From an optimization exercise on the open Yosys and OpenROAD flow, aimed at small area and a short achievable clock period; shortcuts taken in it are not production practice. At most, simulation tests tie the RTL to the original design; equivalence was not proved. No functional check of the RTL was part of runs 1, 2 and 4. Power figures rest on the tool's default switching activity, not on a simulated workload.

`run.sh`:
```
#!/bin/bash
# synth_recipe.tcl (not shown) runs the flow's synth.tcl, then flattens the netlist and writes it again
# the make line also repeats each setting of config.mk as NAME=value (left out here)
make -C /OpenROAD-flow-scripts/flow DESIGN_CONFIG=/design/flow/config.mk WORK_HOME=/design/flow/orfs CLKGATE_MAP_FILE= SYNTH_SCRIPT=/design/flow/synth_recipe.tcl finish
```
`config.mk`:
```
export PLATFORM = sky130hd
export DESIGN_NAME = mips_cpu
export DESIGN_NICKNAME = mips_cpu
export VERILOG_FILES = /design/flow/design.v
export SDC_FILE = /design/flow/constraint.sdc
export NUM_CORES = 4
export LEC_CHECK = 0
export CAP_MARGIN = 20
export CORE_MARGIN = 2
export CORE_UTILIZATION = 40
export PLACE_DENSITY = 0.6
export SETUP_SLACK_MARGIN = 3.5
export SLEW_MARGIN = 20
```
`constraint.sdc`:
```
create_clock -name core_clock -period 10.5 [get_ports {clk}]
set_input_delay 2.1000 -clock core_clock [delete_from_list [all_inputs] [get_ports {clk}]]
set_output_delay 2.1000 -clock core_clock [all_outputs]
set_load 0.01 [all_outputs]
```
`design.v`:
```
module mips_cpu (
  input         clk,
  input         rst,
  output [31:0] imem_addr,
  input  [31:0] imem_rdata,
  output [31:0] dmem_addr,
  output [31:0] dmem_wdata,
  output        dmem_we,
  output        dmem_re,
  input  [31:0] dmem_rdata,
  output        reg_we,
  output [4:0]  reg_waddr,
  output [31:0] reg_wdata
);
  reg  [31:0] pc;
  wire [31:0] rf [0:7];
  wire [31:0] ins = imem_rdata;
  wire [5:0]  op  = ins[31:26];
  wire [5:0]  fn  = ins[5:0];
  wire [4:0]  rt  = ins[20:16];
  wire [31:0] se  = {{16{ins[15]}}, ins[15:0]};
  wire [31:0] a = rf[ins[23:21]];
  wire [31:0] b = rf[ins[18:16]];
  wire r_type  = (op == 6'h00);
  wire r_add   = r_type & (fn[5:1] == 5'b10000);
  wire r_sub   = r_type & (fn[5:1] == 5'b10001);
  wire r_and   = r_type & (fn == 6'h24);
  wire r_or    = r_type & (fn == 6'h25);
  wire r_xor   = r_type & (fn == 6'h26);
  wire r_sll   = r_type & (fn == 6'h00 || fn == 6'h04);
  wire r_srl   = r_type & (fn == 6'h02 || fn == 6'h03 || fn == 6'h06);
  wire r_slt   = r_type & (fn == 6'h2a);
  wire r_sltu  = r_type & (fn == 6'h2b);
  wire r_lui   = r_type & (fn == 6'h38);
  wire r_jr    = r_type & (fn == 6'h08);
  wire i_add   = (op[5:1] == 5'b00100);
  wire i_slt   = (op == 6'h0a);
  wire i_sltu  = (op == 6'h0b);
  wire i_and   = (op == 6'h0c);
  wire i_or    = (op == 6'h0d);
  wire i_xor   = (op == 6'h0e);
  wire i_lui   = (op == 6'h0f);
  wire i_alu   = (op[5:3] == 3'b001);
  wire ld      = (op == 6'h20 || op == 6'h23);
  wire st      = (op == 6'h28 || op == 6'h2b);
  wire jmp     = (op[5:1] == 5'b00001);
  wire jal     = (op == 6'h03);
  wire beq     = (op == 6'h04);
  wire bne     = (op == 6'h05);
  wire blez    = (op == 6'h06);
  wire bgtz    = (op == 6'h07);
  wire regimm  = (op == 6'h01);
  wire rim_ge  = regimm & (rt == 5'd0 || rt == 5'd16);
  wire rim_lt  = regimm & (rt == 5'd1 || rt == 5'd17);
  wire rim_lnk = regimm & (rt == 5'd16 || rt == 5'd17);
  wire link    = jal | rim_lnk;
  wire use_imm = op[5] | op[3];
  wire sub     = r_type ? fn[1] : (~op[5] & (op[3] ? op[1] : op[2]));
  wire [31:0] b2 = use_imm ? se : b;
  wire [32:0] sum = {1'b0, a} + {1'b0, b2 ^ {32{sub}}} + {32'd0, sub};
  wire [31:0] s   = sum[31:0];
  wire lt_s = (a[31] ^ b2[31]) ? a[31] : s[31];
  wire lt_u = ~sum[32];
  wire eq   = (s == 32'd0);
  wire az   = (a == 32'd0);
  function [31:0] rev(input [31:0] x);
    integer k;
    for (k = 0; k < 32; k = k + 1) rev[k] = x[31-k];
  endfunction
  wire        big = |b[31:5];
  wire [31:0] shin = r_srl ? rev(a) : a;
  wire [31:0] shy  = shin << b[4:0];
  wire sel_add  = r_add | r_sub | i_add;
  wire sel_and  = r_and | i_and;
  wire sel_or   = r_or  | i_or;
  wire sel_xor  = r_xor | i_xor;
  wire sel_sll  = r_sll & ~big;
  wire sel_srl  = r_srl & ~big;
  wire sel_slt  = r_slt | i_slt;
  wire sel_sltu = r_sltu | i_sltu;
  wire sel_lui  = r_lui | i_lui;
  wire [31:0] pc4 = pc + 32'd4;
  assign reg_wdata = ({32{sel_add}} & s)
                   | ({32{sel_and}} & (a & b2))
                   | ({32{sel_or}}  & (a | b2))
                   | ({32{sel_xor}} & (a ^ b2))
                   | ({32{sel_sll}} & shy)
                   | ({32{sel_srl}} & rev(shy))
                   | {31'd0, sel_slt & lt_s | sel_sltu & lt_u}
                   | ({32{sel_lui}} & {b2[15:0], 16'd0})
                   | ({32{ld}} & dmem_rdata)
                   | ({32{link}} & pc4);
  assign reg_we    = (r_type & ~r_jr) | i_alu | ld | jal | rim_lnk;
  assign reg_waddr = link ? 5'd31 : r_type ? ins[15:11] : rt;
  assign dmem_re   = ld;
  assign dmem_we   = st;
  assign dmem_addr = s;
  assign dmem_wdata = b;
  assign imem_addr = pc;
  wire taken = (beq & eq) | (bne & ~eq) | (blez & (a[31] | az))
             | (bgtz & ~a[31] & ~az) | (rim_ge & ~a[31]) | (rim_lt & a[31]);
  wire [31:0] bt = pc4 + {se[29:0], 2'b00};
  wire [31:0] jt = {pc4[31:28], ins[25:0], 2'b00};
  wire [31:0] npc = r_jr ? a : jmp ? jt : taken ? bt : pc4;
  always @(posedge clk) begin
    if (rst) pc <= 32'd0;
    else pc <= npc;
  end
  wire [2:0]  wa = reg_waddr[2:0];
  wire [31:0] wd = reg_wdata & {32{~rst}};
  genvar i;
  generate
    for (i = 0; i < 8; i = i + 1) begin : g_rf
      reg [31:0] q;
      wire en = rst | (reg_we & (wa == i));
      always @(posedge clk) begin
        if (en) q <= (i == 1) ? {wd[31:1], wd[0] | rst} : wd;
      end
      assign rf[i] = q;
    end
  endgenerate
endmodule
```
==> results of run 1 <==
-- critical path, cell delays in order --
cell      delay, ns
buf_16         0.12
buf_12         0.14
mux4_2         0.50
and2_4         0.15
o22a_1         0.23
inv_2          0.17
o21ai_4        0.09
xnor2_2        0.21
ha_4           0.23
or2b_4         0.23
buf_6          0.10
buf_6          0.10
a21oi_2        0.04
or2b_1         0.25
a211oi_2       0.26
nor3_1         0.12
buf_4          0.17
a222oi_1       0.25
o211ai_1       0.32
a21oi_1        0.25
o21ai_2        0.14
buf_2          0.18
-- worst max path at each step --
stage / from / endpoint / slack (ns)
2_1_floorplan: imem_rdata[16] / reg_wdata[24] / 2.32
3_5_place_dp: imem_rdata[17] / reg_wdata[24] / 0.53
6_report: imem_rdata[16] / reg_wdata[6] / 2.04
4_1_cts: imem_rdata[16] / reg_wdata[24] / 2.19
3_3_place_gp: imem_rdata[27] / reg_wdata[24] / 0.65
5_1_grt: imem_rdata[18] / reg_wdata[6] / 1.99
-- layout make-up --
type | count | share of cell area
inverters | 134 | 0.01532
clock inverters | 21 | 0.005540
clock buffers | 45 | 0.02687
flip-flops and latches | 288 | 0.2394
multi-input cells | 1921 | 0.4980
well taps | 765 | 0.02752
repair buffers | 684 | 0.1873
-- state kept, by name, summed over array words and instances (netlist names) --
register	flops
g_rf.q	256
pc	32
-- per-layer routing --
| layer | up-vias | wire (um) | global-route usage | part of all wire |
|---|---|---|---|---|
| met4 | 6 | 10880 | 0.2647 | 0.082 |
| met2 | 1919 | 56740 | 0.6401 | 0.43 |
| li1 | 10620 | - | - | - |
| met3 | 500 | 15250 | 0.09983 | 0.12 |
| met5 | - | 33 | 0 | 0.00025 |
| met1 | 12410 | 49160 | 0.5284 | 0.37 |
-- cell usage in the layout, fill, tap and decap left out, types with 28 or more instances in the layout --
master and instances:
buf_4 359, edfxtp_1 256, nand2_1 200, nor2_1 152
clkdlybuf4s50_1 123, mux2i_1 118, buf_6 118, inv_1 111
a21oi_1 109, ha_1 99, o21ai_0 82, xnor2_1 56
o21ai_1 41, and2_1 40, clkbuf_16 40, a22oi_1 36
nand3_1 35, a21oi_2 33, mux2_2 33, a221oi_1 33
dfxtp_1 32, o21ai_4 30, a21o_1 28
-- timing repair --
action / 4_1_cts / 5_1_grt
pin swaps: 146 / 131
setup endpoints to repair: 198 / 98
buffers inserted: 197 / 95
resized for setup: 781 / 254
cloned: 11 / 5
-- cell families after synthesis --
group	count (synthesis)	share of synthesized area
compound gates	770	0.2301
simple gates	704	0.1442
buf+inv	289	0.05517
flops	288	0.3579
mux	196	0.09969
fa+ha+maj	127	0.06893
xor+xnor	117	0.04404
-- synthesized netlist by cell type, types with 29 or more instances --
master	instances	area share
mux2_2	36	0.017
edfxtp_1	256	0.33
nand2_1	234	0.038
mux2i_1	135	0.058
nand3_1	40	0.0086
a221oi_1	65	0.024
a21oi_1	158	0.034
dfxtp_1	32	0.028
inv_1	129	0.021
clkbuf_1	89	0.014
nor3_1	33	0.0071
o21ai_0	161	0.035
a21o_1	29	0.0094
xor2_1	33	0.012
and2_1	44	0.012
a22oi_1	39	0.013
nor2_1	187	0.030
o22ai_1	32	0.0086
xnor2_1	84	0.032
ha_1	125	0.067
-- stage by stage --
step	instance area [um^2]	hold WS (ns)
floorplan	23850	0.5016
global placement	27450	0.5705
detailed placement	27450	0.5770
CTS	32830	0.5847
global route	34780	0.6108
finish	34780	0.5935
-- report_power, final --
| part | switching, mW | total [mW] | internal (mW) | leakage (nW) |
|---|---|---|---|---|
| sequential | 0.0401 | 1.36 | 1.32 | 2.90 |
| combinational | 1.55 | 2.73 | 1.18 | 10.5 |
| clock | 0.515 | 1.20 | 0.690 | 0.552 |
| total | 2.10 | 5.30 | 3.19 | 13.9 |
==> results.yml, run 1 <==
outcome:
  status: "no timing/DRC/antenna violations"
worst_setup_path:
  r2r_cells: 27
  crit_type: "in -> out"
  rrSetupSlack_ns: 4.16
  r2r_end: "pc[25]"
  start_kind: "input port"
  reg2reg_from: "g_rf[7].q[2]"
  cp_data_arrival_time_ns: 6.36
  crit_fanout: 6
  cp-end-kind: "output pin"
  cp_data_required_time_ns: 8.40
placed_design:
  dp_hpwl_um: 92650
  port_buffers: 201
  gp_congestion: 1.086
  pre_cts_slack_ns: 0.5349
  dpl.cell_count: 3484
layout:
  antennaDiodeCount: 0
  drive_gt1_frac: 0.3692
  fill_cells: 4815
  multi_input_area_mm2: 0.01732
  fin_util: 0.6040
  final_nets: 3258
  fin_cells: 3858
  seqCellArea_mm2: 0.008328
  syn_to_final_growth_pct: 49.47
synth:
  synth_edf_count: 256
  synth_area_mm2: 0.02327
  synth_warnings: 1
  syn_nets: 2684
  ys.flop_type: "edfxtp_1"
  yosysSeqAreaShare: 0.3579
  avgSynthCellArea_um2: 9.342
  ys_ff_latch: 288
  synthCells: 2491
  asyncSetResetFlopFracSynth: 0
  synth_cell_types: 100
clock_tree:
  cts_root_buf: "clkbuf_16"
  cts_made_buffers: 36
  postCtsHoldBufs: 0
  cts_sinks: 288
  htreeDepth: 2
  clk_pin_slew_ns: 0.06
  worstSkewPairLatency_ns: 0.59
  clock_path_buffers: 3
  tritoncts: "built"
hold_path:
  holdPathEnd: "pc[0]"
  min_from: "pc[0]"
  hold_path.class: "reg -> reg"
  whs_path_depth: 2
sta:
  hold_viol: 0
  fin_crit_sh: 0.8057
  post-route-min-period_ns: 8.460
  relSlewSlack: 0.2671
  finalMaxSlewViolations: 0
  clock.fmax_ghz: 0.1182
  fin_tns_setup_ns: 0
  tightest_slew_ns: 1.090
  fin_skew_ns: 0.04812
  setup_viol: 0
  rsz0062_at_grt: "true"
  finalWorstSetupSlack_ns: 2.040
job:
  maxCapViolations: 0
route:
  drt-vias-per-instance: 6.599
  wl_um: 132100
  drtAntennaViolNets: 0
  drc: 0
  dr.pass1.iters: 6
  drtIter0Drc: 3509
  num_vias: 25460
  avgRoutedWirePerCell_um: 34.23
die:
  chipHeight_um: 245.2
  num_rows: 88
  die_width_um: 245.2
  coreArea_mm2: 0.05759
  ios: 202
  start_util: 0.4041
  die_area_mm2: 0.06012
global_routing:
  track_usage: 0.4176
  grt_max_degree: 60
  antenna_found_initial: 4
  grt_first_pass_wirelength_um: 178500
  grt_overflow: 0
  grt_pass1_vias: 23930
power:
  total_power_mw: 5.295
  powerDensity_mw_per_mm2: 152.2
  vdd_ir_drop_max_v: 0.0001694
  p_leak_nw: 13.91
==> inputs of run 2 (changes only) <==
--- a/config.mk
+++ b/config.mk
@@ -9,5 +9,5 @@
 export CORE_MARGIN = 2
 export CORE_UTILIZATION = 40
 export PLACE_DENSITY = 0.6
-export SETUP_SLACK_MARGIN = 3.5
+export SETUP_SLACK_MARGIN = 2
 export SLEW_MARGIN = 20
==> results.yml, run 2 <==
outcome:
  status: "no timing/DRC/antenna violations"
layout:
  fill_cells: 5161
  final_cell_mix: "buf_4, edfxtp_1, nand2_1"
  largest_reg_flops: 256
  final_nets: 3139
  top_regs: "g_rf.q x256, pc x32"
  top_register: "g_rf.q"
  mostFrequentLayoutCell: "buf_4"
  syn_to_final_growth_pct: 36.56
  stdcell_area_mm2: 0.03178
  drive_gt1_frac: 0.2806
sta:
  finalMaxSlewViolations: 0
  fin_skew_ns: 0.02487
  rsz0062_at_grt: "true"
  relSlewSlack: 0.1416
  fin_tns_setup_ns: 0
  setup_viol: 0
  clock.fmax_ghz: 0.1163
  finalWorstSetupSlack_ns: 1.901
  fin_crit_sh: 0.8190
  hold_viol: 0
  tightest_slew_ns: 1.276
  post-route-min-period_ns: 8.599
route:
  wl_um: 124900
  dr.pass1.iters: 9
  drtAntennaViolNets: 0
  drt-vias-per-instance: 6.560
  drc: 0
  avgRoutedWirePerCell_um: 33.44
  drtIter0Drc: 3168
  num_vias: 24500
clock_tree:
  cts_made_buffers: 34
  htreeDepth: 2
  worstSkewPairLatency_ns: 0.57
  cts_root_buf: "clkbuf_16"
  tritoncts: "built"
  clock_path_buffers: 3
  cts_sinks: 288
  clk_pin_slew_ns: 0.05
hold_path:
  whs_path_depth: 2
  holdPathEnd: "pc[1]"
  hold_path.class: "reg -> reg"
  min_from: "pc[1]"
worst_setup_path:
  crit_chain: "buf_12 -> buf_12 -> mux2_2 -> a221oi_2 -> a21oi_1 -> o22ai_1 -> buf_4 -> inv_1 -> ha_1 -> buf_4 -> nand4_1 -> buf_4 -> nor4_4 -> nor3_4 -> o21bai_1 -> xor2_1 -> buf_4 -> a221oi_2 -> buf_4 -> o21ai_2 -> buf_4 -> dlygate4sd2_1"
  cp_slowest_cell: "mux2_2"
  crit_type: "in -> out"
  reg2reg_from: "g_rf[6].q[2]"
  r2r_cells: 40
  crit_fanout: 37
  r2r_end: "g_rf[6].q[3]"
  crit_top_cell: "buf_4"
  cp.depth: 22
  start_kind: "input port"
  crit_family: "buffers and inverters"
  cp_data_arrival_time_ns: 6.50
  critPathMaxStageDelay_ns: 0.35
  critical_path_buf_inv_count: 10
  cp-end-kind: "output pin"
  cp_data_required_time_ns: 8.40
  rrSetupSlack_ns: 3.54
die:
  die_area_mm2: 0.06012
  num_rows: 88
  coreArea_mm2: 0.05759
  chipHeight_um: 245.2
  ios: 202
  die_width_um: 245.2
  start_util: 0.4041
synth:
  synth_top_area_cell: "edfxtp_1"
  synth_cell_types: 100
  synth_warnings: 1
  synth_common_cells: "edfxtp_1, nand2_1, nor2_1, o21ai_0, a21oi_1"
  synth_area_mm2: 0.02327
  ys_ff_latch: 288
  yosys.area.top_type_share: 0.3304
  asyncSetResetFlopFracSynth: 0
  synth_area_leaders: "edfxtp_1, ha_1, mux2i_1, nand2_1, o21ai_0"
  yosysSeqAreaShare: 0.3579
  syn_nets: 2684
  synth_edf_count: 256
  ys.flop_type: "edfxtp_1"
  avgSynthCellArea_um2: 9.342
  synth_most_common_cell: "edfxtp_1"
  synthCells: 2491
global_routing:
  grt_pass1_vias: 22950
  grt_max_degree: 60
  grt_first_pass_wirelength_um: 171700
  track_usage: 0.4020
  grt_overflow: 0
  antenna_found_initial: 6
placed_design:
  pre_cts_slack_ns: 0.4152
  gp_congestion: 1.115
  dpl-instance-area_mm2: 0.02748
  port_buffers: 201
  dp_hpwl_um: 92590
power:
  p_leak_nw: 12.87
  vdd_ir_drop_max_v: 0.0001493
  powerDensity_mw_per_mm2: 152.1
job:
  maxCapViolations: 0
run 2: area by class of cell:
cell class                 count  area (um^2)  area share
clock inverter                19        222.7    0.007008
clock buffer                  40        894.6     0.02815
antenna                        1        2.502  0.00007875
multi-input combinational   1916        15690      0.4937
sequential                   288         8328      0.2621
timing repair buffer         572         5167      0.1626
inverter                     134        515.5     0.01622
tap                          765        957.2     0.03012
run 2: cell families (layout without fill, tap and decap cells):
group           count (synthesis)  count (layout)  share of synthesized area
compound gates                770             770                     0.2301
simple gates                  704             706                     0.1442
buf+inv                       289             765                    0.05517
flops                         288             288                     0.3579
mux                           196             196                    0.09969
fa+ha+maj                     127             127                    0.06893
xor+xnor                      117             117                    0.04404
other cells                     0               1                          0
run 2: where the power goes:
group	switching, mW	internal [mW]
Clock	0.497	0.714
Sequential	0.0415	1.32
Combinational	1.34	0.918
Total	1.88	2.95
run 2: worst max-delay path by stage:
stage / endpoint / startpoint
6_report: reg_wdata[9] / imem_rdata[22]
5_1_grt: reg_wdata[9] / imem_rdata[22]
4_1_cts: reg_wdata[24] / imem_rdata[17]
3_5_place_dp: reg_wdata[25] / imem_rdata[18]
3_3_place_gp: reg_wdata[25] / imem_rdata[18]
2_1_floorplan: reg_wdata[24] / imem_rdata[16]
run 2: metrics by stage:
step / instances / power, mW / util / hold WS (ns)
after global placement: 3534 / 3.210 / 0.4772 / 0.5519
final: 3735 / 4.834 / 0.5518 / 0.5636
after floorplan: 2491 / 2.279 / - / 0.5016
after CTS: 3698 / 4.662 / 0.5334 / 0.5598
after detailed placement: 3534 / 3.207 / 0.4772 / 0.5522
after global routing: 3734 / 4.969 / 0.5518 / 0.5751
run 2: layer usage:
metal / GRT usage / part of all wire
met1: 0.5021 / 0.37
met2: 0.6290 / 0.44
met3: 0.09840 / 0.12
met4: 0.2398 / 0.076
met5: 0 / 0.00037
run 2: timing repair:
action,in CTS,in global routing
resized for setup,352,190
cloned,5,0
endpoints found under the setup margin,85,80
buffers inserted,100,35
pin swaps,71,65
hold buffers,0,0
run 2: worst register-to-register path: cells and delay by family (launching register included):
family	cells	cell delay (ns)
AOI/OAI and AO/OA	5	1.19
xor gates and xnor gates	2	0.35
adders and majority gates	1	0.34
buffers and inverters	27	3.40
DFF	1	0.41
muxes	1	0.47
and+or+nand+nor	4	0.55
==> inputs of run 3 (changes only) <==
--- a/design.v
+++ b/design.v
@@ -54,15 +54,15 @@
   wire rim_lt  = regimm & (rt == 5'd1 || rt == 5'd17);
   wire rim_lnk = regimm & (rt == 5'd16 || rt == 5'd17);
   wire link    = jal | rim_lnk;
-  wire use_imm = op[5] | op[3];
-  wire sub     = r_type ? fn[1] : (~op[5] & (op[3] ? op[1] : op[2]));
-  wire [31:0] b2 = use_imm ? se : b;
+  wire use_imm = i_alu | ld | st;
+  wire use_b   = r_type | beq | bne;
+  wire sub     = r_sub | r_slt | r_sltu | i_slt | i_sltu | beq | bne;
+  wire [31:0] b2 = ({32{use_imm}} & se) | ({32{use_b}} & b);
   wire [32:0] sum = {1'b0, a} + {1'b0, b2 ^ {32{sub}}} + {32'd0, sub};
   wire [31:0] s   = sum[31:0];
   wire lt_s = (a[31] ^ b2[31]) ? a[31] : s[31];
   wire lt_u = ~sum[32];
-  wire eq   = (s == 32'd0);
-  wire az   = (a == 32'd0);
+  wire zero = (s == 32'd0);
   function [31:0] rev(input [31:0] x);
     integer k;
     for (k = 0; k < 32; k = k + 1) rev[k] = x[31-k];
@@ -97,8 +97,8 @@
   assign dmem_addr = s;
   assign dmem_wdata = b;
   assign imem_addr = pc;
-  wire taken = (beq & eq) | (bne & ~eq) | (blez & (a[31] | az))
-             | (bgtz & ~a[31] & ~az) | (rim_ge & ~a[31]) | (rim_lt & a[31]);
+  wire taken = (beq & zero) | (bne & ~zero) | (blez & (a[31] | zero))
+             | (bgtz & ~a[31] & ~zero) | (rim_ge & ~a[31]) | (rim_lt & a[31]);
   wire [31:0] bt = pc4 + {se[29:0], 2'b00};
   wire [31:0] jt = {pc4[31:28], ins[25:0], 2'b00};
   wire [31:0] npc = r_jr ? a : jmp ? jt : taken ? bt : pc4;
--- a/config.mk
+++ b/config.mk
@@ -9,5 +9,4 @@
 export CORE_MARGIN = 2
 export CORE_UTILIZATION = 40
 export PLACE_DENSITY = 0.6
-export SETUP_SLACK_MARGIN = 2
 export SLEW_MARGIN = 20
==> results.yml, run 3 <==
worst_setup_path:
  r2r_cells: 22
  cp_data_arrival_time_ns: 8.06
  cp_data_required_time_ns: 8.40
  reg2reg_from: "g_rf[7].q[0]"
  crit_fanout: 12
  crit_type: "in -> out"
  r2r_end: "pc[10]"
  crit_end: "reg_wdata[17]"
  crit_start: "imem_rdata[30]"
  rrSetupSlack_ns: 3.24
  start_kind: "input port"
  cp-end-kind: "output pin"
layout:
  final_cell_mix: "edfxtp_1, nor2_1, clkdlybuf4s50_1"
  final_nets: 2938
  largest_reg_flops: 256
  top_register: "g_rf.q"
  top_regs: "g_rf.q x256, pc x32"
  fill_cells: 5446
  drive_gt1_frac: 0.1306
  syn_to_final_growth_pct: 21.23
  mostFrequentLayoutCell: "edfxtp_1"
placed_design:
  port_buffers: 201
  dp_hpwl_um: 91970
  pre_cts_slack_ns: 0.06756
  gp_congestion: 1.042
synth:
  synthCells: 2493
  avgSynthCellArea_um2: 9.306
  yosysSeqAreaShare: 0.3590
  synth_cell_types: 94
  synth_most_common_cell: "edfxtp_1"
  synth_warnings: 1
  asyncSetResetFlopFracSynth: 0
  synth_area_mm2: 0.02320
  synth_edf_count: 256
  ys.flop_type: "edfxtp_1"
  synth_top_area_cell: "edfxtp_1"
  synth_common_cells: "edfxtp_1, nor2_1, a21oi_1, nand2_1, o21ai_0"
  syn_nets: 2686
  synth_area_leaders: "edfxtp_1, ha_1, mux2i_1, a21oi_1, nor2_1"
  yosys.area.top_type_share: 0.3314
  ys_ff_latch: 288
sta:
  finalMaxSlewViolations: 0
  clock.fmax_ghz: 0.09842
  finalWorstSetupSlack_ns: 0.3396
  post-route-min-period_ns: 10.16
  fin_skew_ns: 0.02363
  tightest_slew_ns: 1.143
  relSlewSlack: 0.2381
  hold_viol: 0
  setup_viol: 0
  fin_crit_sh: 0.9677
die:
  chipHeight_um: 244.8
  start_util: 0.4036
  coreArea_mm2: 0.05748
  die_area_mm2: 0.05994
  die_width_um: 244.8
  ios: 202
  num_rows: 88
clock_tree:
  htreeDepth: 2
  postCtsHoldBufs: 0
  worstSkewPairLatency_ns: 0.56
  cts_root_buf: "clkbuf_16"
  clock_path_buffers: 3
  tritoncts: "built"
  clk_pin_slew_ns: 0.06
  cts_made_buffers: 34
  cts_sinks: 288
global_routing:
  grt_first_pass_wirelength_um: 166700
  grt_pass1_vias: 22070
  grt_overflow: 0
  track_usage: 0.3895
  antenna_found_initial: 5
  grt_max_degree: 54
hold_path:
  hold_path.class: "reg -> reg"
  whs_path_depth: 2
route:
  drtIter0Drc: 3230
  drtAntennaViolNets: 0
  drc: 0
  num_vias: 23160
  drt-vias-per-instance: 6.545
  wl_um: 119700
  dr.pass1.iters: 8
  avgRoutedWirePerCell_um: 33.81
job:
  maxCapViolations: 0
power:
  p_leak_nw: 11.24
  powerDensity_mw_per_mm2: 139.0
  total_power_mw: 3.909
  vdd_ir_drop_max_v: 0.0001493
outcome:
  status: "no timing/DRC/antenna violations"
run 3: metal layers:
| metal | vias to the layer above | routed length (um) | track usage |
|---|---|---|---|
| li1 | 9967 | - | - |
| met1 | 11510 | 48830 | 0.5165 |
| met2 | 1394 | 53250 | 0.6138 |
| met3 | 288 | 10400 | 0.06659 |
| met4 | 2 | 7188 | 0.1940 |
| met5 | - | 11 | 0 |
run 3: logic make-up (layout without fill, tap and decap cells):
group                      after synthesis  in the layout  share of synthesized area
AOI/OAI and AO/OA                      769            769                     0.2279
and+or+nand+nor                        702            702                     0.1490
buffers and inverters                  295            573                    0.04967
DFF                                    288            288                     0.3590
muxes                                  205            205                     0.1050
adders and majority gates              127            127                    0.06914
xor gates and xnor gates               107            107                    0.04039
other                                    0              3                          0
run 3: area by class of cell:
cell class	instances	area [um^2]	share of cell area
Multi-Input combinational cell	1910	13810	0.4909
Sequential cell	288	8328	0.2961
Timing Repair Buffer	382	3402	0.1210
Tap cell	765	957.2	0.03403
Clock buffer	35	854.6	0.03038
Inverter	129	484.2	0.01722
Clock inverter	27	284.0	0.01010
Antenna cell	3	7.507	0.0002669
run 3: how the worst min path moves through the flow:
stage	startpoint	end	slack (ns)
2_1_floorplan	pc[0]	pc[0]	0.55
3_3_place_gp	pc[0]	pc[0]	0.54
3_5_place_dp	pc[0]	pc[0]	0.55
4_1_cts	pc[0]	pc[0]	0.56
5_1_grt	pc[0]	pc[0]	0.59
6_report	pc[0]	pc[0]	0.56
run 3: power by group:
part / switching [mW] / internal (mW) / total [mW]
clock: 0.506 / 0.722 / 1.23
combinational: 0.848 / 0.486 / 1.33
sequential: 0.0366 / 1.31 / 1.35
run 3: through the flow:
| stage | util | hold WS [ns] | cells | area, um^2 | TNS [ns] |
|---|---|---|---|---|---|
| 2_1_floorplan | - | 0.5458 | 2493 | 23200 | 0 |
| 3_3_place_gp | 0.4687 | 0.5411 | 3472 | 26940 | 0 |
| 3_5_place_dp | 0.4692 | 0.5514 | 3474 | 26970 | 0 |
| 4_1_cts | 0.4890 | 0.5591 | 3536 | 28110 | 0 |
| 5_1_grt | 0.4893 | 0.5873 | 3537 | 28120 | -0.009316 |
| 6_report | 0.4894 | 0.5633 | 3539 | 28130 | 0 |
run 3: what timing repair did:
action / 4_1_cts / 5_1_grt
endpoints found under the setup margin: 0 / 4
setup buffers: 0 / 0
resized for setup: 0 / 3
run 3: critical path, stage by stage:
cell             delay, ns
clkdlybuf4s50_1       0.67
nor2_1                0.38
and3_1                0.49
a31oi_1               0.25
and2_4                0.29
xor2_1                0.19
ha_1                  0.46
nand2_1               0.23
a2111oi_2             0.47
mux2i_4               0.23
a211oi_1              0.41
a311oi_1              0.17
xnor2_1               0.63
a221oi_1              0.21
o21ai_0               0.22
clkdlybuf4s50_1       0.62
==> inputs of run 4 (changes only) <==
--- a/design.v
+++ b/design.v
@@ -19,8 +19,19 @@
   wire [5:0]  fn  = ins[5:0];
   wire [4:0]  rt  = ins[20:16];
   wire [31:0] se  = {{16{ins[15]}}, ins[15:0]};
-  wire [31:0] a = rf[ins[23:21]];
-  wire [31:0] b = rf[ins[18:16]];
+  wire [7:0] dec_s, dec_t;
+  genvar j;
+  generate
+    for (j = 0; j < 8; j = j + 1) begin : g_dec
+      assign dec_s[j] = (ins[23:21] == j);
+      assign dec_t[j] = (ins[18:16] == j);
+    end
+  endgenerate
+  wire [31:0] a, b;
+  rf_read rd_a (.sel(dec_s), .r0(rf[0]), .r1(rf[1]), .r2(rf[2]), .r3(rf[3]),
+                .r4(rf[4]), .r5(rf[5]), .r6(rf[6]), .r7(rf[7]), .q(a));
+  rf_read rd_b (.sel(dec_t), .r0(rf[0]), .r1(rf[1]), .r2(rf[2]), .r3(rf[3]),
+                .r4(rf[4]), .r5(rf[5]), .r6(rf[6]), .r7(rf[7]), .q(b));
   wire r_type  = (op == 6'h00);
   wire r_add   = r_type & (fn[5:1] == 5'b10000);
   wire r_sub   = r_type & (fn[5:1] == 5'b10001);
@@ -54,15 +65,15 @@
   wire rim_lt  = regimm & (rt == 5'd1 || rt == 5'd17);
   wire rim_lnk = regimm & (rt == 5'd16 || rt == 5'd17);
   wire link    = jal | rim_lnk;
-  wire use_imm = i_alu | ld | st;
-  wire use_b   = r_type | beq | bne;
-  wire sub     = r_sub | r_slt | r_sltu | i_slt | i_sltu | beq | bne;
-  wire [31:0] b2 = ({32{use_imm}} & se) | ({32{use_b}} & b);
-  wire [32:0] sum = {1'b0, a} + {1'b0, b2 ^ {32{sub}}} + {32'd0, sub};
-  wire [31:0] s   = sum[31:0];
+  wire use_imm = op[5] | op[3];
+  wire sub     = r_type ? fn[1] : (~op[5] & (op[3] ? op[1] : op[2]));
+  wire [31:0] b2 = use_imm ? se : b;
+  wire [33:0] sum = {1'b0, a, 1'b1} + {1'b0, b2 ^ {32{sub}}, sub};
+  wire [31:0] s   = sum[32:1];
   wire lt_s = (a[31] ^ b2[31]) ? a[31] : s[31];
-  wire lt_u = ~sum[32];
-  wire zero = (s == 32'd0);
+  wire lt_u = ~sum[33];
+  wire eq   = (s == 32'd0);
+  wire az   = (a == 32'd0);
   function [31:0] rev(input [31:0] x);
     integer k;
     for (k = 0; k < 32; k = k + 1) rev[k] = x[31-k];
@@ -97,8 +108,8 @@
   assign dmem_addr = s;
   assign dmem_wdata = b;
   assign imem_addr = pc;
-  wire taken = (beq & zero) | (bne & ~zero) | (blez & (a[31] | zero))
-             | (bgtz & ~a[31] & ~zero) | (rim_ge & ~a[31]) | (rim_lt & a[31]);
+  wire taken = (beq & eq) | (bne & ~eq) | (blez & (a[31] | az))
+             | (bgtz & ~a[31] & ~az) | (rim_ge & ~a[31]) | (rim_lt & a[31]);
   wire [31:0] bt = pc4 + {se[29:0], 2'b00};
   wire [31:0] jt = {pc4[31:28], ins[25:0], 2'b00};
   wire [31:0] npc = r_jr ? a : jmp ? jt : taken ? bt : pc4;
@@ -120,3 +131,12 @@
     end
   endgenerate
 endmodule
+module rf_read (
+  input  [7:0]  sel,
+  input  [31:0] r0, r1, r2, r3, r4, r5, r6, r7,
+  output [31:0] q
+);
+  assign q = ({32{sel[0]}} & r0) | ({32{sel[1]}} & r1) | ({32{sel[2]}} & r2)
+           | ({32{sel[3]}} & r3) | ({32{sel[4]}} & r4) | ({32{sel[5]}} & r5)
+           | ({32{sel[6]}} & r6) | ({32{sel[7]}} & r7);
+endmodule
==> flow/run.sh (new file) <==
#!/bin/bash
# The standard layout, with the port buffers made of plain buffers instead of
# delay cells.
set -euo pipefail
export BUFFER_PORTS_ARGS="-buffer_cell sky130_fd_sc_hd__buf_2"
bash standard.sh > standard.log 2>&1
==> standard.sh (new file) <==
#!/bin/bash
# synth_recipe.tcl (not shown) runs the flow's synth.tcl, then flattens the netlist and writes it again
# the make line also repeats each setting of config.mk as NAME=value (left out here)
make -C /OpenROAD-flow-scripts/flow DESIGN_CONFIG=/design/flow/config.mk WORK_HOME=/design/flow/orfs CLKGATE_MAP_FILE= SYNTH_SCRIPT=/design/flow/synth_recipe.tcl "${@:-finish}"
--- a/config.mk
+++ b/config.mk
@@ -10,3 +10,4 @@
 export CORE_UTILIZATION = 40
 export PLACE_DENSITY = 0.6
 export SLEW_MARGIN = 20
+export SYNTH_HIERARCHICAL = 1
removed: run.sh
==> results.yml, run 4 <==
worst_setup_path:
  start_kind: "input port"
  crit_type: "in -> out"
  crit_end: "reg_wdata[27]"
  cp_data_required_time_ns: 8.40
  r2r_cells: 18
  cp-end-kind: "output pin"
  r2r_end: "pc[12]"
  reg2reg_from: "g_rf[6].q[8]"
  crit_fanout: 14
  crit_start: "imem_rdata[17]"
  rrSetupSlack_ns: 3.53
  cp_data_arrival_time_ns: 7.84
clock_tree:
  cts_resized: 0
  htreeDepth: 1
  tritoncts: "built"
  postCtsHoldBufs: 0
  worstSkewPairLatency_ns: 0.61
  clock_path_buffers: 3
  clk_pin_slew_ns: 0.06
  cts_sinks: 288
  cts_root_buf: "clkbuf_16"
  cts_made_buffers: 31
  post_cts_buffers: 0
route:
  wl_um: 105700
  avgRoutedWirePerCell_um: 33.53
  num_vias: 22100
  drc: 0
  drtAntennaViolNets: 0
  drtIter0Drc: 3758
  dr.pass1.iters: 7
  drt-vias-per-instance: 7.012
sta:
  fin_skew_ns: 0.03099
  clock.fmax_ghz: 0.1006
  fin_tns_setup_ns: 0
  tightest_slew_ns: 1.144
  fin_crit_sh: 0.9465
  rsz0062_at_grt: "false"
  relSlewSlack: 0.2352
  hold_viol: 0
  finalMaxSlewViolations: 0
  post-route-min-period_ns: 9.938
  setup_viol: 0
placed_design:
  port_buffers: 201
  dpl.cell_count: 3087
  gp_congestion: 1.095
  dp_hpwl_um: 79080
  dpl-instance-area_mm2: 0.02405
layout:
  multi_input_area_mm2: 0.01276
  largest_reg_flops: 256
  mostFrequentLayoutCell: "a22oi_1"
  top_register: "g_rf.q"
  fin_cells: 3151
  stdcell_area_mm2: 0.02502
  fill_cells: 5128
  drive_gt1_frac: 0.1654
  fin_util: 0.4632
  final_nets: 2621
  syn_to_final_growth_pct: 13.92
  top_regs: "g_rf.q x256, pc x32"
  final_cell_mix: "a22oi_1, edfxtp_1, buf_2"
  seqCellArea_mm2: 0.008328
global_routing:
  grt_first_pass_wirelength_um: 147800
  antenna_found_initial: 5
  grt_pass1_vias: 20560
  track_usage: 0.3590
  grt_max_degree: 57
  grt_overflow: 0
synth:
  synthCells: 2245
  synth_area_leaders: "edfxtp_1, a22oi_1, ha_1, mux2i_1, xnor2_1"
  yosysSeqAreaShare: 0.3791
  asyncSetResetFlopFracSynth: 0
  synth_cell_types: 86
  syn_nets: 2441
  yosys.area.top_type_share: 0.3500
  synth_top_area_cell: "edfxtp_1"
  ys.flop_type: "edfxtp_1"
  avgSynthCellArea_um2: 9.784
  synth_area_mm2: 0.02197
  synth_most_common_cell: "a22oi_1"
  synth_warnings: 7
  synth_edf_count: 256
  ys_ff_latch: 288
  synth_common_cells: "a22oi_1, edfxtp_1, nand2_1, ha_1, mux2i_1"
power:
  powerDensity_mw_per_mm2: 155.5
  p_leak_nw: 9.979
  vdd_ir_drop_max_v: 0.0001512
  total_power_mw: 3.891
die:
  num_rows: 85
  coreArea_mm2: 0.05403
  die_width_um: 238.3
  ios: 202
  die_area_mm2: 0.05681
  chipHeight_um: 238.3
  start_util: 0.4066
hold_path:
  hold_path.class: "reg -> reg"
job:
  maxCapViolations: 0
outcome:
  status: "no timing/DRC/antenna violations"
==> run 4: logic make-up (layout without fill, tap and decap cells) <==
group,Yosys count,count (layout),share of synthesized area
other,0,6,0
and+or+nand+nor,583,583,0.1373
xor gates and xnor gates,111,111,0.04460
AOI/OAI and AO/OA,757,757,0.2486
muxes,140,140,0.06607
buffers and inverters,236,440,0.04990
DFF,288,288,0.3791
adders and majority gates,130,130,0.07439
==> run 4: worst min path at each step <==
stage,startpoint,to,slack [ns],cells past startpoint
after floorplan,pc[0],pc[0],0.50,2
after global placement,pc[1],pc[1],0.52,2
after detailed placement,pc[1],pc[1],0.53,2
after CTS,pc[1],pc[1],0.54,2
after global routing,pc[1],pc[1],0.58,2
final,pc[1],pc[1],0.54,2
==> run 4: modules after synthesis (local to each module, per instance) <==
module    area [um^2]  flops+latches  times used  cells
rf_read          1343              0           2    184
mips_cpu        19280            288           1   1877
==> run 4: per-layer routing <==
layer / vias up / track usage / share of wire
li1: 9245 / - / -
met2: 1686 / 0.5373 / 0.43
met3: 320 / 0.08272 / 0.12
met1: 10840 / 0.4744 / 0.38
met4: 4 / 0.2112 / 0.072
met5: - / 0 / 0.00028
==> run 4: through the flow <==
| stage | setup WS [ns] | hold WS (ns) |
|---|---|---|
| 2_1_floorplan | 1.369 | 0.5040 |
| 3_3_place_gp | 0.7314 | 0.5171 |
| 3_5_place_dp | 0.7182 | 0.5268 |
| 4_1_cts | 0.7307 | 0.5359 |
| 5_1_grt | 0.2991 | 0.5756 |
| 6_report | 0.5617 | 0.5449 |
==> run 4: cell type report <==
class,count,area share
tap,696,0.03480
multi-input combinational,1721,0.5101
antenna,6,0.0006000
sequential,288,0.3328
clock buffer,37,0.03190
inverter,85,0.01275
timing repair buffer,298,0.07095
clock inverter,20,0.006100
==> run 4: power breakdown <==
| part | internal [mW] | leakage (nW) | switching (mW) |
|---|---|---|---|
| sequential | 1.32 | 2.90 | 0.0367 |
| clock | 0.570 | 0.461 | 0.476 |
| combinational | 0.471 | 6.61 | 1.02 |
| total | 2.36 | 9.98 | 1.53 |
==> run 4: worst max-delay path: stages <==
cell and delay, ns:
buf_2 0.21, nor3b_2 0.60, buf_4 0.37, a22oi_1 0.14
nand4_1 0.31, mux2i_1 0.36, xnor2_1 0.32, ha_1 0.37
a21oi_1 0.44, o21ai_1 0.28, nor4_1 0.32, nor2_1 0.13
a31oi_1 0.44, o21ai_0 0.20, xor2_1 0.60, a221o_1 0.43
buf_2 0.18
==> inputs of run 5 (changes only) <==
--- a/design.v
+++ b/design.v
@@ -66,11 +66,13 @@
   wire rim_lnk = regimm & (rt == 5'd16 || rt == 5'd17);
   wire link    = jal | rim_lnk;
   wire use_imm = op[5] | op[3];
-  wire sub     = r_type ? fn[1] : (~op[5] & (op[3] ? op[1] : op[2]));
+  wire sub     = r_type ? (fn[1] & ~fn[2])
+                        : (~op[5] & (op[3] ? (op[1] & ~op[2]) : op[2]));
   wire [31:0] b2 = use_imm ? se : b;
-  wire [33:0] sum = {1'b0, a, 1'b1} + {1'b0, b2 ^ {32{sub}}, sub};
+  wire [31:0] bx = b2 ^ {32{sub}};
+  wire [33:0] sum = {1'b0, a, 1'b1} + {1'b0, bx, sub};
   wire [31:0] s   = sum[32:1];
-  wire lt_s = (a[31] ^ b2[31]) ? a[31] : s[31];
+  wire lt_s = ~(a[31] ^ b2[31]) ^ sum[33];
   wire lt_u = ~sum[33];
   wire eq   = (s == 32'd0);
   wire az   = (a == 32'd0);
@@ -81,26 +83,38 @@
   wire        big = |b[31:5];
   wire [31:0] shin = r_srl ? rev(a) : a;
   wire [31:0] shy  = shin << b[4:0];
-  wire sel_add  = r_add | r_sub | i_add;
-  wire sel_and  = r_and | i_and;
-  wire sel_or   = r_or  | i_or;
-  wire sel_xor  = r_xor | i_xor;
-  wire sel_sll  = r_sll & ~big;
-  wire sel_srl  = r_srl & ~big;
-  wire sel_slt  = r_slt | i_slt;
-  wire sel_sltu = r_sltu | i_sltu;
-  wire sel_lui  = r_lui | i_lui;
-  wire [31:0] pc4 = pc + 32'd4;
+  wire nr       = ~rst;
+  wire sel_add  = (r_add | r_sub | i_add) & nr;
+  wire sel_and  = (r_and | i_and) & nr;
+  wire sel_or   = (r_or  | i_or) & nr;
+  wire sel_xor  = (r_xor | i_xor) & nr;
+  wire sel_sll  = r_sll & ~big & nr;
+  wire sel_srl  = r_srl & ~big & nr;
+  wire sel_slt  = (r_slt | i_slt) & nr;
+  wire sel_sltu = (r_sltu | i_sltu) & nr;
+  wire sel_lui  = (r_lui | i_lui) & nr;
+  wire sel_ld   = ld & nr;
+  wire sel_link = link & nr;
+  wire [13:0] pc_hi = pc[31:18];
+  wire [13:0] hinc  = pc_hi + 14'd1;
+  wire [13:0] hdec  = pc_hi - 14'd1;
+  wire [16:0] lo4   = {1'b0, pc[17:2]} + 17'd1;
+  wire [31:0] pc4   = {lo4[16] ? hinc : pc_hi, lo4[15:0], pc[1:0]};
+  wire [17:0] lob   = {1'b0, pc[17:2], 1'b1} + {1'b0, ins[15:0], 1'b1};
+  wire        bc    = lob[17];
+  wire        bs    = ins[15];
+  wire [13:0] bhi   = (bc & ~bs) ? hinc : (~bc & bs) ? hdec : pc_hi;
+  wire [31:0] bt    = {bhi, lob[16:1], pc[1:0]};
   assign reg_wdata = ({32{sel_add}} & s)
-                   | ({32{sel_and}} & (a & b2))
-                   | ({32{sel_or}}  & (a | b2))
-                   | ({32{sel_xor}} & (a ^ b2))
+                   | ({32{sel_and}} & (a & bx))
+                   | ({32{sel_or}}  & (a | bx))
+                   | ({32{sel_xor}} & (a ^ bx))
                    | ({32{sel_sll}} & shy)
                    | ({32{sel_srl}} & rev(shy))
                    | {31'd0, sel_slt & lt_s | sel_sltu & lt_u}
-                   | ({32{sel_lui}} & {b2[15:0], 16'd0})
-                   | ({32{ld}} & dmem_rdata)
-                   | ({32{link}} & pc4);
+                   | ({32{sel_lui}} & {bx[15:0], 16'd0})
+                   | ({32{sel_ld}} & dmem_rdata)
+                   | ({32{sel_link}} & pc4);
   assign reg_we    = (r_type & ~r_jr) | i_alu | ld | jal | rim_lnk;
   assign reg_waddr = link ? 5'd31 : r_type ? ins[15:11] : rt;
   assign dmem_re   = ld;
@@ -110,15 +124,16 @@
   assign imem_addr = pc;
   wire taken = (beq & eq) | (bne & ~eq) | (blez & (a[31] | az))
              | (bgtz & ~a[31] & ~az) | (rim_ge & ~a[31]) | (rim_lt & a[31]);
-  wire [31:0] bt = pc4 + {se[29:0], 2'b00};
   wire [31:0] jt = {pc4[31:28], ins[25:0], 2'b00};
-  wire [31:0] npc = r_jr ? a : jmp ? jt : taken ? bt : pc4;
-  always @(posedge clk) begin
-    if (rst) pc <= 32'd0;
-    else pc <= npc;
-  end
+  wire s_jr  = r_jr & nr;
+  wire s_j   = jmp & nr;
+  wire s_bt  = taken & nr;
+  wire s_seq = ~(r_jr | jmp | taken) & nr;
+  wire [31:0] npc = ({32{s_jr}} & a) | ({32{s_j}} & jt) | ({32{s_bt}} & bt)
+                  | ({32{s_seq}} & pc4);
+  always @(posedge clk) pc <= npc;
   wire [2:0]  wa = reg_waddr[2:0];
-  wire [31:0] wd = reg_wdata & {32{~rst}};
+  wire [31:0] wd = reg_wdata;
   genvar i;
   generate
     for (i = 0; i < 8; i = i + 1) begin : g_rf
@@ -136,7 +151,16 @@
   input  [31:0] r0, r1, r2, r3, r4, r5, r6, r7,
   output [31:0] q
 );
-  assign q = ({32{sel[0]}} & r0) | ({32{sel[1]}} & r1) | ({32{sel[2]}} & r2)
-           | ({32{sel[3]}} & r3) | ({32{sel[4]}} & r4) | ({32{sel[5]}} & r5)
-           | ({32{sel[6]}} & r6) | ({32{sel[7]}} & r7);
+  wire [31:0] n0, n1, n2;
+  aoi3 g0 (.s0(sel[0]), .s1(sel[1]), .s2(sel[2]), .r0(r0), .r1(r1), .r2(r2), .qn(n0));
+  aoi3 g1 (.s0(sel[3]), .s1(sel[4]), .s2(sel[5]), .r0(r3), .r1(r4), .r2(r5), .qn(n1));
+  assign n2 = ~(({32{sel[6]}} & r6) | ({32{sel[7]}} & r7));
+  assign q = ~(n0 & n1 & n2);
 endmodule
+module aoi3 (
+  input         s0, s1, s2,
+  input  [31:0] r0, r1, r2,
+  output [31:0] qn
+);
+  assign qn = ~(({32{s0}} & r0) | ({32{s1}} & r1) | ({32{s2}} & r2));
+endmodule
--- a/config.mk
+++ b/config.mk
@@ -7,7 +7,9 @@
 export LEC_CHECK = 0
 export CAP_MARGIN = 20
 export CORE_MARGIN = 2
-export CORE_UTILIZATION = 40
-export PLACE_DENSITY = 0.6
+export CORE_UTILIZATION = 50
+export PLACE_DENSITY = 0.65
+export SETUP_SLACK_MARGIN = 2
 export SLEW_MARGIN = 20
 export SYNTH_HIERARCHICAL = 1
+export TNS_END_PERCENT = 0
==> results.yml, run 5 <==
outcome:
  status: "no timing/DRC/antenna violations"
clock_tree:
  clk_pin_slew_ns: 0.06
  tritoncts: "built"
  htreeDepth: 1
  cts_sinks: 288
  cts_made_buffers: 31
  cts_root_buf: "clkbuf_16"
  worstSkewPairLatency_ns: 0.58
  clock_path_buffers: 3
route:
  drt-vias-per-instance: 7.448
  num_vias: 21640
  drtAntennaViolNets: 0
  dr.pass1.iters: 10
  drtIter0Drc: 3969
  wl_um: 97930
  avgRoutedWirePerCell_um: 33.70
  drc: 0
hold_path:
  hold_path.class: "reg -> reg"
worst_setup_path:
  cp_slowest_cell: "nor4_1"
  crit_type: "in -> out"
  cp-end-kind: "output pin"
  cp_data_required_time_ns: 8.40
  cp_data_arrival_time_ns: 6.65
  crit_top_cell: "buf_4"
  critPathMaxStageDelay_ns: 0.70
  crit_fanout: 6
  start_kind: "input port"
  crit_chain: "buf_12 -> nor3b_4 -> buf_4 -> a222oi_1 -> nand3_2 -> buf_4 -> nor4_1 -> nand3_1 -> nor2_1 -> nand3_1 -> nor3_2 -> buf_4 -> a222oi_1 -> o211ai_1 -> a31oi_1 -> o21ai_4 -> buf_4"
synth:
  synth-simple-area-share: 0.1377
  synth_top_family_by_area: "compound AO/OA/AOI/OAI gates"
  synth_cell_types: 89
  yosysSeqAreaShare: 0.3986
  synth_most_common_cell: "edfxtp_1"
  synthCells: 2103
  muxShareOfSynthArea: 0.06372
  synth_warnings: 7
  yosys.area.top_type_share: 0.3679
  asyncSetResetFlopFracSynth: 0
  synth_compound_area_frac: 0.2440
  synth_fa_ha_area_frac: 0.05066
  avgSynthCellArea_um2: 9.935
  synth_area_leaders: "edfxtp_1, a222oi_1, mux2i_1, ha_1, a22oi_1"
  synth_area_mm2: 0.02089
  syn_nets: 2253
  synth_xor_area_frac: 0.04360
  ys_ff_latch: 288
  synth_common_cells: "edfxtp_1, a222oi_1, nand3_1, mux2i_1, nand2_1"
  synth_top_area_cell: "edfxtp_1"
  synth_edf_count: 256
  ys.flop_type: "edfxtp_1"
global_routing:
  grt_util_met3: 0.1063
  track_usage: 0.4318
  antenna_found_initial: 4
  grt_overflow: 0
  grt_busiest_layer: "met2"
  grt_max_degree: 44
  grt_pass1_vias: 19950
  grt.met1_usage: 0.5737
  grt_first_pass_wirelength_um: 138000
  met2_usage: 0.6416
sta:
  finalMaxSlewViolations: 0
  post-route-min-period_ns: 8.754
  rsz0062_at_grt: "true"
  tightest_slew_ns: 1.147
  hold_viol: 0
  setup_viol: 0
  fin_tns_setup_ns: 0
  relSlewSlack: 0.2352
  fin_crit_sh: 0.8337
  fin_skew_ns: 0.02640
  clock.fmax_ghz: 0.1142
die:
  num_rows: 74
  ios: 202
  start_util: 0.5094
  die_area_mm2: 0.04344
  coreArea_mm2: 0.04102
  chipHeight_um: 208.4
  die_width_um: 208.4
placed_design:
  dpl.cell_count: 2763
  gp_congestion: 1.070
  dp_hpwl_um: 70220
  port_buffers: 201
layout:
  top_register: "g_rf.q"
  final_nets: 2498
  largest_reg_flops: 256
  drive_gt1_frac: 0.2691
  mostFrequentLayoutCell: "edfxtp_1"
  syn_to_final_growth_pct: 21.25
  fin_cells: 2906
  fin_util: 0.6176
  top_regs: "g_rf.q x256, pc x32"
  final_cell_mix: "edfxtp_1, buf_2, buf_4"
power:
  powerDensity_mw_per_mm2: 160.6
  vdd_ir_drop_max_v: 0.0001623
  p_leak_nw: 10.20
job:
  maxCapViolations: 0
==> run 5: cell count changes after synthesis, moves of 25 or more <==
cell      change
a222oi_1    +121
a22oi_1     -189
and2_1       -30
ha_1         -46
nand3_1      +72
nand4_1      -60
o221ai_1     +25
==> run 5: worst max-delay path: cells and delay by family <==
family                 cells  cell delay, ns
AND/OR/NAND/NOR            7            2.49
buffers and inverters      5            0.86
AO/OA/AOI/OAI              5            1.18
==> run 5: per-module statistics from Yosys (local to each module, per instance) <==
module | cells inside | copies in the design | area [um^2]
mips_cpu | 1799 | 1 | 18380
aoi3 | 41 | 4 | 402.9
rf_read | 70 | 2 | 451.7
==> run 5: metrics by stage <==
stage          hold slack (ns)  worst slack, ns  power (mW)  area [um^2]
2_1_floorplan           0.5428            1.863       2.234        20940
6_report                0.5502            1.746       4.070        25330
3_3_place_gp            0.5304           0.3764       2.796        22470
5_1_grt                 0.5771            1.801       4.183        25310
4_1_cts                 0.5513            1.827       3.895        24270
3_5_place_dp            0.5266           0.2433       2.801        22470
==> run 5: timing repair <==
action                                  CTS  global route
pin swaps                                40            68
gates resized for setup                 130           121
setup buffers                            34            46
endpoints found under the setup margin   75            46
gates cloned                              1             3
hold buffers                              0             0
==> run 5: metal layers <==
metal  vias up  wire length, um  share of wire
met3       400            13980           0.14
met2      1873            41300           0.42
li1       8943                -              -
met5         -               13        0.00013
met4         2             7305          0.075
met1     10430            35340           0.36
==> run 5: area by class of cell <==
cell class                 instances  area [um^2]
clock inverter                    13        125.1
clock buffer                      39        805.8
sequential                       288         8328
inverter                         103        390.4
timing repair buffer             371         2499
tap                              532        665.6
antenna                            7        17.52
multi-input combinational       1553        12500
fill                            3469        15690
==> run 5: cell families after synthesis <==
family | count (synthesis)
xor gates and xnor gates | 104
buffers and inverters | 263
muxes | 129
adders and majority gates | 84
and+or+nand+nor | 567
DFF | 288
AOI/OAI and AO/OA | 668
==> run 5: power by group <==
| part | total, mW | internal (mW) | switching, mW |
|---|---|---|---|
| combinational | 1.65 | 0.570 | 1.08 |
| clock | 1.03 | 0.588 | 0.441 |
| sequential | 1.39 | 1.33 | 0.0588 |
==> run 5: worst paths after layout <==
check | start | end | slack [ns] | cells past startpoint
min | pc[1] | pc[1] | 0.55 | 1
min reg2reg | pc[1] | pc[1] | 0.55 | 1
max | imem_rdata[18] | reg_wdata[0] | 1.75 | 17
max reg2reg | g_rf[3].q[3] | pc[25] | 3.97 | 21
==> inputs of run 6 (changes only) <==
--- a/design.v
+++ b/design.v
@@ -69,11 +69,11 @@
   wire sub     = r_type ? (fn[1] & ~fn[2])
                         : (~op[5] & (op[3] ? (op[1] & ~op[2]) : op[2]));
   wire [31:0] b2 = use_imm ? se : b;
-  wire [31:0] bx = b2 ^ {32{sub}};
-  wire [33:0] sum = {1'b0, a, 1'b1} + {1'b0, bx, sub};
-  wire [31:0] s   = sum[32:1];
-  wire lt_s = ~(a[31] ^ b2[31]) ^ sum[33];
-  wire lt_u = ~sum[33];
+  wire [31:0] ax = a ^ {32{sub}};
+  wire [32:0] sum = {1'b0, ax} + {1'b0, b2};
+  wire [31:0] s   = sum[31:0] ^ {32{sub}};
+  wire lt_s = a[31] ^ b2[31] ^ sum[32];
+  wire lt_u = sum[32];
   wire eq   = (s == 32'd0);
   wire az   = (a == 32'd0);
   function [31:0] rev(input [31:0] x);
@@ -106,13 +106,13 @@
   wire [13:0] bhi   = (bc & ~bs) ? hinc : (~bc & bs) ? hdec : pc_hi;
   wire [31:0] bt    = {bhi, lob[16:1], pc[1:0]};
   assign reg_wdata = ({32{sel_add}} & s)
-                   | ({32{sel_and}} & (a & bx))
-                   | ({32{sel_or}}  & (a | bx))
-                   | ({32{sel_xor}} & (a ^ bx))
+                   | ({32{sel_and}} & (ax & b2))
+                   | ({32{sel_or}}  & (ax | b2))
+                   | ({32{sel_xor}} & (ax ^ b2))
                    | ({32{sel_sll}} & shy)
                    | ({32{sel_srl}} & rev(shy))
                    | {31'd0, sel_slt & lt_s | sel_sltu & lt_u}
-                   | ({32{sel_lui}} & {bx[15:0], 16'd0})
+                   | ({32{sel_lui}} & {b2[15:0], 16'd0})
                    | ({32{sel_ld}} & dmem_rdata)
                    | ({32{sel_link}} & pc4);
   assign reg_we    = (r_type & ~r_jr) | i_alu | ld | jal | rim_lnk;
==> results.yml, run 6 <==
route:
  drc: 0
  dr_wl_met3_um: 13120
  avgRoutedWirePerCell_um: 33.86
  num_vias: 21100
  met2WireLength_um: 40740
  drt-vias-per-instance: 7.452
  dr.pass1.iters: 11
  wl_met1_um: 35760
  highest_layer: "met5"
  drtAntennaViolNets: 0
  drtIter0Drc: 4173
  wl_um: 95900
placed_design:
  dp_hpwl_um: 69690
  gp_congestion: 1.015
  dpl-instance-area_mm2: 0.02260
  port_buffers: 201
worst_setup_path:
  rrSetupSlack_ns: 4.10
  cp_data_arrival_time_ns: 6.67
  cp-end-kind: "output pin"
  crit_type: "in -> out"
  crit_fanout: 15
  start_kind: "input port"
  cp_data_required_time_ns: 8.40
die:
  start_util: 0.5095
  coreArea_mm2: 0.04111
  num_rows: 74
  chipHeight_um: 208.7
  ios: 202
  die_area_mm2: 0.04354
  die_width_um: 208.7
synth:
  synthCells: 2081
  yosys.area.top_type_share: 0.3670
  synth_cell_types: 91
  syn_nets: 2232
  ys_ff_latch: 288
  synth_most_common_cell: "edfxtp_1"
  synth_common_cells: "edfxtp_1, a222oi_1, nand2_1, mux2i_1, a21oi_1"
  synth_top_area_cell: "edfxtp_1"
  synth_area_leaders: "edfxtp_1, a222oi_1, mux2i_1, ha_1, xnor2_1"
  synth_edf_count: 256
  avgSynthCellArea_um2: 10.06
  asyncSetResetFlopFracSynth: 0
  yosysSeqAreaShare: 0.3976
  synth_area_mm2: 0.02094
  synth_warnings: 7
  ys.flop_type: "edfxtp_1"
sta:
  clock.fmax_ghz: 0.1140
  fin_skew_ns: 0.01621
  setup_viol: 0
  fin_crit_sh: 0.8355
  fin_tns_setup_ns: 0
  hold_viol: 0
  post-route-min-period_ns: 8.773
  finalMaxSlewViolations: 0
  rsz0062_at_grt: "true"
  tightest_slew_ns: 1.014
  relSlewSlack: 0.3216
clock_tree:
  tritoncts: "built"
  cts_made_buffers: 30
  htreeDepth: 1
  cts_root_buf: "clkbuf_16"
  clk_pin_slew_ns: 0.06
  cts_sinks: 288
  worstSkewPairLatency_ns: 0.58
  clock_path_buffers: 3
power:
  powerDensity_mw_per_mm2: 166.1
  vdd_ir_drop_max_v: 0.0001523
  p_leak_nw: 9.959
  seq_power_share: 0.340
  p_switching_mw: 1.616
  clockPowerShare: 0.255
  combPwrFrac: 0.405
  sw_frac_of_total: 0.3940
  intPower_mw: 2.485
global_routing:
  track_usage: 0.4216
  grt_overflow: 0
  grt_max_degree: 39
  grt_pass1_vias: 19490
  grt_first_pass_wirelength_um: 135600
  antenna_found_initial: 4
layout:
  mostFrequentLayoutCell: "edfxtp_1"
  syn_to_final_growth_pct: 17.86
  largest_reg_flops: 256
  fill_cells: 3564
  final_cell_mix: "edfxtp_1, buf_2, a222oi_1"
  top_register: "g_rf.q"
  top_regs: "g_rf.q x256, pc x32"
  final_nets: 2427
  stdcell_area_mm2: 0.02468
  drive_gt1_frac: 0.2401
job:
  maxCapViolations: 0
hold_path:
  hold_path.class: "reg -> reg"
outcome:
  status: "no timing/DRC/antenna violations"
run 6: critical path: stages:
cell and delay, ns:
clkbuf_4 0.23, and3b_4 0.31, buf_4 0.23, a222oi_1 0.31, nand3_1 0.48, nor4_2 0.72, nand4_1 0.16, nor2_1 0.34
nand3_1 0.39, nor3_2 0.55, a221o_1 0.61, buf_2 0.24
run 6: layout make-up:
type | instances | area, um^2 | share of cell area
clock inverter | 22 | 183.9 | 0.007451
tap | 532 | 665.6 | 0.02697
inverter | 97 | 364.1 | 0.01475
multi-input combinational | 1548 | 12440 | 0.5038
sequential | 288 | 8328 | 0.3374
timing repair buffer | 311 | 1922 | 0.07785
clock buffer | 33 | 783.3 | 0.03173
antenna | 1 | 2.502 | 0.0001014
run 6: cell families (layout without fill, tap and decap cells):
logic type / count (synthesis) / after routing / share of synthesized area
xor gates and xnor gates: 135 / 135 / 0.05711
and+or+nand+nor: 537 / 538 / 0.1272
DFF: 288 / 288 / 0.3976
adders and majority gates: 85 / 85 / 0.05150
buffers and inverters: 248 / 463 / 0.05735
muxes: 139 / 139 / 0.06751
AOI/OAI and AO/OA: 649 / 651 / 0.2417
other: 0 / 1 / 0
run 6: modules after synthesis, one instance, submodules excluded:
module    flip-flops and latches  cells inside
mips_cpu                     288          1777
rf_read                        0            70
aoi3                           0            41
run 6: routing by layer:
layer | global-route usage | up-vias
li1 | - | 8730
met1 | 0.5678 | 10230
met2 | 0.6239 | 1780
met3 | 0.1088 | 355
met4 | 0.2249 | 6
met5 | 0.004449 | -
run 6: power by group through the flow:
stage               logic, mW  clock network, mW  registers, mW
detailed placement       1.47                  0           1.41
floorplan               0.917                  0           1.40
finish                   1.66               1.04           1.40
CTS                      1.52               1.05           1.39
global route             1.72               1.09           1.40
global placement         1.47                  0           1.41
run 6: timing repair:
item                                    CTS  global route
setup buffers                            11            22
endpoints found under the setup margin   44            40
cloned                                    2             1
resized for setup                        68           100
pin swaps                                16            36
hold buffers                              0             0
hold endpoints to repair                  0             0
run 6: worst paths after layout:
check                      start           end  depth (start not counted)
setup / recovery  imem_rdata[17]  reg_wdata[7]                         12
hold / removal            pc[22]        pc[22]                          1
setup reg to reg    g_rf[3].q[0]        pc[18]                         18
hold reg to reg           pc[22]        pc[22]                          1
run 6: through the flow:
stage | worst slack (ns) | std cells | total power, mW | utilization | hold slack [ns]
after floorplan | 1.948 | 2081 | 2.314 | - | 0.5367
after global placement | 1.031 | 2740 | 2.884 | 0.5498 | 0.5565
after detailed placement | 0.9561 | 2740 | 2.888 | 0.5498 | 0.5713
after CTS | 1.673 | 2808 | 3.959 | 0.5832 | 0.5929
after global routing | 1.720 | 2831 | 4.216 | 0.6004 | 0.6327
final | 1.727 | 2832 | 4.101 | 0.6005 | 0.5931
==> inputs of run 7 (changes only) <==
--- a/config.mk
+++ b/config.mk
@@ -7,8 +7,8 @@
 export LEC_CHECK = 0
 export CAP_MARGIN = 20
 export CORE_MARGIN = 2
-export CORE_UTILIZATION = 50
-export PLACE_DENSITY = 0.65
+export CORE_UTILIZATION = 55
+export PLACE_DENSITY = 0.7
 export SETUP_SLACK_MARGIN = 2
 export SLEW_MARGIN = 20
 export SYNTH_HIERARCHICAL = 1
==> results.yml, run 7 <==
synth:
  avgSynthCellArea_um2: 10.06
  syn_nets: 2232
  synth_most_common_cell: "edfxtp_1"
  asyncSetResetFlopFracSynth: 0
  synthCells: 2081
  ys.flop_type: "edfxtp_1"
  synth_edf_count: 256
  synth_cell_types: 91
  yosysSeqAreaShare: 0.3976
  yosys.area.top_type_share: 0.3670
  ys_ff_latch: 288
  synth_top_area_cell: "edfxtp_1"
  synth_area_mm2: 0.02094
  synth_common_cells: "edfxtp_1, a222oi_1, nand2_1, mux2i_1, a21oi_1"
  synth_warnings: 7
  synth_area_leaders: "edfxtp_1, a222oi_1, mux2i_1, ha_1, xnor2_1"
clock_tree:
  tritoncts: "built"
  clock_path_buffers: 3
  worstSkewPairLatency_ns: 0.59
  cts_sinks: 288
  postCtsHoldBufs: 0
  cts_made_buffers: 31
  htreeDepth: 1
  clk_pin_slew_ns: 0.07
  cts_root_buf: "clkbuf_16"
placed_design:
  gp_congestion: 1.058
  dpl.cell_count: 2717
  dp_hpwl_um: 68640
  port_buffers: 201
  dpl-instance-area_mm2: 0.02255
die:
  ios: 202
  coreArea_mm2: 0.03758
  die_width_um: 199.1
  num_rows: 71
  chipHeight_um: 199.1
  start_util: 0.5574
  die_area_mm2: 0.03966
route:
  drt-vias-per-instance: 7.589
  drc: 0
  drtIter0Drc: 4117
  wl_um: 95550
  avgRoutedWirePerCell_um: 33.74
  num_vias: 21490
  drtAntennaViolNets: 0
  dr.pass1.iters: 11
sta:
  rsz0062_at_grt: "true"
  finalMaxSlewViolations: 0
  setup_viol: 0
  fin_tns_setup_ns: 0
  fin_skew_ns: 0.02923
  fin_crit_sh: 0.8438
  clock.fmax_ghz: 0.1129
  relSlewSlack: 0.1473
  post-route-min-period_ns: 8.860
  tightest_slew_ns: 1.261
  hold_viol: 0
global_routing:
  grt_first_pass_wirelength_um: 136300
  grt_overflow: 0
  grt_max_degree: 39
  grt_pass1_vias: 20050
  track_usage: 0.4744
  antenna_found_initial: 5
worst_setup_path:
  crit_family: "compound AO/OA/AOI/OAI gates"
  crit_fanout: 31
  reg2reg_from: "g_rf[0].q[0]"
  cp_data_arrival_time_ns: 6.76
  cp.depth: 17
  cp_slowest_cell: "a222oi_1"
  r2r_end: "pc[24]"
  crit_type: "in -> out"
  critPathMaxStageDelay_ns: 0.66
  start_kind: "input port"
  critical_path_buf_inv_count: 4
  cp_data_required_time_ns: 8.40
  r2r_cells: 18
  rrSetupSlack_ns: 3.51
  crit_chain: "buf_2 -> nor3b_2 -> buf_12 -> a222oi_1 -> nand3_2 -> xnor2_2 -> inv_1 -> ha_4 -> o21ai_0 -> o21ai_2 -> a32oi_2 -> a21oi_2 -> a21boi_2 -> xnor2_1 -> xnor2_1 -> a221o_2 -> buf_2"
  cp-end-kind: "output pin"
layout:
  top_register: "g_rf.q"
  largest_reg_flops: 256
  syn_to_final_growth_pct: 18.21
  final_cell_mix: "edfxtp_1, buf_2, a222oi_1"
  multi_input_area_mm2: 0.01240
  fin_cells: 2832
  stdcell_area_mm2: 0.02476
  top_regs: "g_rf.q x256, pc x32"
  final_nets: 2445
  mostFrequentLayoutCell: "edfxtp_1"
  seqCellArea_mm2: 0.008328
  drive_gt1_frac: 0.2485
  fill_cells: 3016
power:
  powerDensity_mw_per_mm2: 166.7
  total_power_mw: 4.127
  vdd_ir_drop_max_v: 0.0001625
  p_leak_nw: 10.06
job:
  maxCapViolations: 0
hold_path:
  min_from: "pc[1]"
  hold_path.class: "reg -> reg"
  whs_path_depth: 1
  holdPathEnd: "pc[1]"
outcome:
  status: "no timing/DRC/antenna violations"
## run 7: cell counts after synthesis
Identical to the previous run, type by type.
## run 7: routing by layer
metal	track usage	routed length, um	vias to the layer above
li1	-	-	8763
met1	0.6121	33570	10220
met2	0.6987	39880	2033
met3	0.1543	14640	473
met4	0.2736	7467	0
met5	0	0	-
## run 7: area by class of cell
class	count	share of cell area
diodes	3	0.0003032
clock buffers	38	0.03239
clock inverters	19	0.006519
inverters	97	0.01471
multi-input cells	1546	0.5010
flip-flops and latches	288	0.3364
well taps	511	0.02583
repair buffers	330	0.08283
## run 7: logic make-up after synthesis
kind of cell | Yosys count | share of synthesized area
buf+inv | 248 | 0.05735
mux | 139 | 0.06751
compound gates | 649 | 0.2417
xor+xnor | 135 | 0.05711
simple gates | 537 | 0.1272
fa+ha+maj | 85 | 0.05150
flops | 288 | 0.3976
## run 7: worst max-delay path by stage
stage | endpoint | slack [ns] | from
floorplan | reg_wdata[6] | 1.95 | imem_rdata[31]
global placement | reg_wdata[0] | 1.00 | imem_rdata[17]
detailed placement | reg_wdata[0] | 0.88 | imem_rdata[23]
CTS | reg_wdata[10] | 1.98 | imem_rdata[16]
global route | reg_wdata[27] | 1.68 | imem_rdata[16]
finish | reg_wdata[27] | 1.64 | imem_rdata[21]
## run 7: per-module statistics from Yosys (local to each module, per instance)
module	flip-flops and latches	area (um^2)
rf_read	0	451.7
aoi3	0	402.9
mips_cpu	288	18430
## run 7: worst reg2reg max path, delay by kind of cell (launching register included)
| kind | cells | cell delay (ns) |
|---|---|---|
| compound gates | 8 | 3.07 |
| simple gates | 5 | 2.16 |
| fa+ha+maj | 2 | 0.68 |
| flops | 1 | 0.42 |
| xor+xnor | 1 | 0.22 |
| mux | 1 | 0.21 |
| buf+inv | 1 | 0.07 |
## run 7: repair_timing
action,in CTS,in global routing
gates cloned,1,0
endpoints found under the setup margin,67,39
pin swaps,48,4
gates resized for setup,161,8
buffers inserted,49,5
## run 7: through the flow
stage | hold WS [ns] | utilization | worst slack [ns]
global placement | 0.5457 | 0.6000 | 1.003
CTS | 0.5714 | 0.6565 | 1.978
finish | 0.5819 | 0.6588 | 1.640
floorplan | 0.5367 | - | 1.948
global route | 0.6134 | 0.6586 | 1.677
detailed placement | 0.5475 | 0.6000 | 0.8761
## run 7: power breakdown
part	leakage [nW]	internal (mW)	total, mW	switching, mW
combinational	6.70	0.580	1.68	1.10
clock	0.466	0.592	1.06	0.465
sequential	2.90	1.33	1.39	0.0650

Check on run 7: ideal ports give 1.640 ns setup slack; a clkbuf_16 on the clock port and buf_2 on the inputs give 1.603 ns; moving port delays by the midpoint clock arrival (0.640 ns) as well gives 1.344 ns.
